This design comes from an exercise in tuning for small area and a short achievable clock period on the open sky130 flow, not from production work. No functional check of the RTL was part of any run shown here.

## flow/design.v (module list and top-level ports; edited modules follow where they fit)
// module DCT: 7791 lines
// module DCT_fa: 4 lines
// module DCT_ha: 4 lines
module DCT #(parameter horizontal = 1) (
  input wire CLK, input wire RST, input wire i_stb,
  input wire [7:0] i_D0, i_D1, i_D2, i_D3, i_D4, i_D5, i_D6, i_D7,
  output wire o_stb,
  output wire signed [15:0] o_D0, o_D1, o_D2, o_D3, o_D4, o_D5, o_D6, o_D7
);
  // ...
==> flow/run.sh <==
#!/bin/bash
# synth_recipe.tcl (not shown) runs the flow's synth.tcl, then flattens the netlist and writes it again
# the make line also repeats each setting of config.mk as NAME=value (left out here)
make -C /OpenROAD-flow-scripts/flow DESIGN_CONFIG=/design/flow/config.mk WORK_HOME=/design/flow/orfs CLKGATE_MAP_FILE= SYNTH_SCRIPT=/design/flow/synth_recipe.tcl finish
==> flow/config.mk <==
export PLATFORM = sky130hd
export DESIGN_NAME = DCT
export DESIGN_NICKNAME = DCT
export VERILOG_FILES = /design/flow/design.v
export SDC_FILE = /design/flow/constraint.sdc
export NUM_CORES = 4
export LEC_CHECK = 0
export CAP_MARGIN = 20
export CORE_MARGIN = 2
export CORE_UTILIZATION = 40
export PLACE_DENSITY = 0.6
export SLEW_MARGIN = 20
export SYNTH_HIERARCHICAL = 1
export SYNTH_MINIMUM_KEEP_SIZE = 0
==> flow/constraint.sdc <==
create_clock -name core_clock -period 8.0 [get_ports {CLK}]
set_input_delay 1.6000 -clock core_clock [delete_from_list [all_inputs] [get_ports {CLK}]]
set_output_delay 1.6000 -clock core_clock [all_outputs]
set_load 0.01 [all_outputs]
==> flow_summary.yaml, run 1 <==
logic_synthesis:
  ys_warn_count: 7
  synthMuxAreaShare: 0
  synth_top_area_share: 0.339
  synth.distinct_cells: 59
cells_and_area:
  mostFrequentLayoutCells: "557 x fa_1, 506 x dfxtp_1, 434 x inv_1, 374 x ha_1, 188 x clkdlybuf4s50_1"
  regMostFlops: "stb"
  buf_share: 0.0551
  final_common_cell: "fa_1"
  nNonClkInverters: 434
worst_setup_path:
  critPathBufInv: 2
  endpoint_kind: "flip-flop"
  crit_fanout: 8
global_route:
  gr-usage-met1: 0.278
timing:
  slew_viol_final: 0
  finalWorstSetupSlack_ns: 2.11
  setup_viol: 0
cts:
  clkTransAtPathRegs_ns: 0.06
  post_cts_buffers: 0
  h-tree-depth: 2
placed_design:
  dp_hpwl_um: 70600
  gp_congestion: 0.893
die:
  core_area_um2: 81700
drt:
  drtAntennaViolNets: 0
  drt-total-wl_um: 86600
run_status:
  outcome: "complete, no violations"
==> inputs of run 2 (changes only) <==
--- a/flow/config.mk
+++ b/flow/config.mk
@@ -5,10 +5,12 @@
 export SDC_FILE = /design/flow/constraint.sdc
 export NUM_CORES = 4
 export LEC_CHECK = 0
+export ABC_CLOCK_PERIOD_IN_PS = 3500
 export CAP_MARGIN = 20
 export CORE_MARGIN = 2
 export CORE_UTILIZATION = 40
 export PLACE_DENSITY = 0.6
+export SETUP_SLACK_MARGIN = 4.5
 export SLEW_MARGIN = 20
 export SYNTH_HIERARCHICAL = 1
 export SYNTH_MINIMUM_KEEP_SIZE = 0
==> run 2 against run 1 <==
Against the previous run: critical path type unchanged; via count grew 1.2%; area after synthesis unchanged; cell count rose by 2.0%; fmax grew 17%; clock-buffer cell count decreased by 10; clock skew down 0.0025 ns; sequential share of layout area is 0.43 points lower; critical endpoint unchanged; setup slack better by 0.84 ns.
==> flow_summary.yaml, run 2 <==
run_status:
  outcome: "complete, no violations"
worst_setup_path:
  startpoint_type: "flip-flop"
  worstPathArrival_ns: 5.64
  r2r_cells: 14
  crit_fanout: 2
  ff2ff_setup_slack_ns: 2.95
  r2r_end: "r3_1865"
  cp.required_ns: 8.59
  path_class: "reg -> reg"
  endpoint_kind: "flip-flop"
  regToRegStartpoint: "r2_1526"
drt:
  drt-total-wl_um: 90000
  drtAntennaViolNets: 0
  via_per_inst: 4.69
  wl_per_cell_um: 22.4
  drt_first_pass_iters: 5
  drt_iter0_markers: 863
  vias: 18800
  drc: 0
timing:
  slew_viol_final: 0
  hold_violations: 0
  setup_viol: 0
  fin_skew_ns: 0.0482
  relSlewSlack: 0.560
  fmax_ghz: 0.198
  fin_setup_tns_ns: 0
  finalWorstSetupSlack_ns: 2.95
  worst_pin_slew_ns: 0.655
  period_minus_slack_ns: 5.05
  finalCritPeriodShare: 0.631
  rsz0062_at_grt: "true"
logic_synthesis:
  netlist_top_cells_count: "557 x fa_1, 506 x dfxtp_1, 434 x inv_1, 374 x ha_1, 128 x buf_4"
  synth_most_common_cell: "fa_1"
  yosys_register_bits: 506
  synth_top_area_share: 0.339
  synthCells: 2668
  synth-seq-area-share: 0.308
  syn_area_um2: 32800
  synth.distinct_cells: 59
  ys_warn_count: 7
  synth.avg_cell_area_um2: 12.3
  synth_area_leader_cell: "fa_1"
  synthTopCellsByArea: "fa_1 34%, dfxtp_1 31%, ha_1 14%"
  synthArstFlopShare: 0
  synth_edf_count: 0
  synth_ff_type: "dfxtp_1"
cells_and_area:
  regMostFlops: "stb"
  area_growth_syn_to_layout_pct: 18.3
  drive_above_1_share: 0.157
  largest_register_ffs: 4
  fin_cells: 4013
  antenna_cells: 0
  register_area_um2: 10400
  multi_input_area_um2: 20600
  final_common_cell: "fa_1"
  n_fill_cell: 7282
  mostFrequentLayoutCells: "453 x fa_1, 428 x inv_1, 415 x dfxtp_1, 363 x ha_1, 186 x clkdlybuf4s50_1"
  nNetsFinal: 3897
die:
  pin_count: 196
  die_x_um: 291
  die_h_um: 291
  die_area_um2: 84400
  core.rowCount: 105
  core_area_um2: 81700
  start_util: 0.402
min_path:
  hp-start: "r2_793"
  min_path_type: "reg -> reg"
  whs_path_depth: 0
  hold_end: "r3_794"
cts:
  numCtsBuffers: 58
  numClockSinks: 506
  cts_buffer_depth: 3
  h-tree-depth: 2
  cts_hold_buf: 0
  clock_latency_ns: 0.65
  clkTransAtPathRegs_ns: 0.06
  cts_tree: "yes"
  root_buffer: "clkbuf_16"
global_route:
  antenna_found_initial: 2
  grt-ovfl-total: 0
  grt_pass1_vias: 21400
  grt_pass1_wl_um: 136000
  gr-usage-all-layers: 0.220
  grt_max_degree: 17
run:
  drv_cap: 0
placed_design:
  pre_cts_ws_ns: 2.51
  dp_hpwl_um: 70100
  portBuffers: 188
  gp_congestion: 0.913
  dp.cells: 3809
==> run 2: cell count changes in the layout (fill, tap and decap cells not counted), moves of 8 or more <==
cell	before	now
buf_4	23	73
buf_6	0	16
clkbuf_1	13	5
dfxtp_1	506	415
dfxtp_2	0	32
dfxtp_4	0	59
fa_1	557	453
fa_2	0	104
ha_1	374	363
ha_4	0	8
o21ai_0	49	36
o21ai_1	1	10
==> run 2: how the worst max path moves through the flow <==
stage / startpoint / endpoint / slack, ns / cells after the start
global route: r2_1526 / r3_1865 / 2.83 / 14
detailed placement: r2_1510 / r3_1865 / 2.51 / 17
global placement: r2_1510 / r3_1865 / 2.51 / 17
floorplan: r2_1526 / r3_1860 / 3.96 / 11
finish: r2_1526 / r3_1865 / 2.95 / 14
CTS: r2_1511 / r3_1865 / 2.86 / 14
==> run 2: repair_timing <==
item	in CTS	in global routing
gates resized for setup	175	58
endpoints found under the setup margin	50	53
pin swaps	41	38
setup buffers	73	27
==> run 2: layout make-up <==
cell class,count,area share
multi-input cells,1608,0.531
inverters,434,0.0419
clock inverters,36,0.0122
repair buffers,291,0.0736
clock buffers,68,0.0399
well taps,1070,0.0345
flip-flops and latches,506,0.267
==> run 2: critical path, stage by stage (launching register included) <==
cell and delay [ns]:
dfxtp_4 0.35, fa_1 0.56, fa_2 0.45, fa_2 0.42, fa_1 0.49, fa_2 0.35, fa_1 0.47, inv_2 0.08
ha_4 0.13, ha_4 0.12, inv_2 0.03, fa_2 0.33, fa_2 0.34, fa_2 0.34, fa_2 0.52
==> run 2: cell families after synthesis <==
family                     Yosys count  synth area share
adders and majority gates          931             0.482
buffers and inverters              562            0.0789
DFF                                506             0.308
and+or+nand+nor                    280            0.0425
AOI/OAI and AO/OA                  233            0.0470
xor gates and xnor gates           154            0.0411
other                                2          0.000229
==> run 2: per-module statistics from Yosys, one instance, submodules excluded <==
module,cells inside,flops+latches,cell area (µm²),copies in the design
DCT,1804,506,17900,1
DCT_fa,1,0,20.0,557
DCT_ha,1,0,12.5,307
==> run 2: metrics by stage <==
stage	hold WS [ns]	utilization	area, µm²
after floorplan	0.310	-	33200
after global routing	0.332	0.476	38900
after CTS	0.326	0.471	38500
after detailed placement	0.312	0.434	35400
final	0.320	0.476	38900
after global placement	0.315	0.434	35400
==> run 2: metal layers <==
layer / GRT usage / vias to the layer above / wire (µm)
met4: 0.0518 / 0 / 2100
met1: 0.289 / 9661 / 39700
li1: - / 8729 / -
met5: 0 / - / 0
met3: 0.0329 / 115 / 3600
met2: 0.383 / 331 / 44600

separate check: timing with driven ports:
Ports are ideal in the flow. The routed layouts listed here were re-timed in OpenROAD. Step 1 assumes that a clkbuf_16 drives the clock port and a buf_2 every other input. Step 2 also shifts input and output timing later by t, the mid clock arrival at the registers, as if the neighbouring blocks saw the same clock. a / b / c = no drivers / after step 1 / after step 2; a / b = the first two.
| run | shift t [ns] | setup WS [ns] | pins driven straight from the clock port |
|---|---|---|---|
| run 1 | 0.679 | 2.112 / 2.112 / 2.112 | 1 |
| run 2 | 0.689 | 2.955 / 2.955 / 2.955 | 1 |
After both steps every run listed still meets setup and hold.
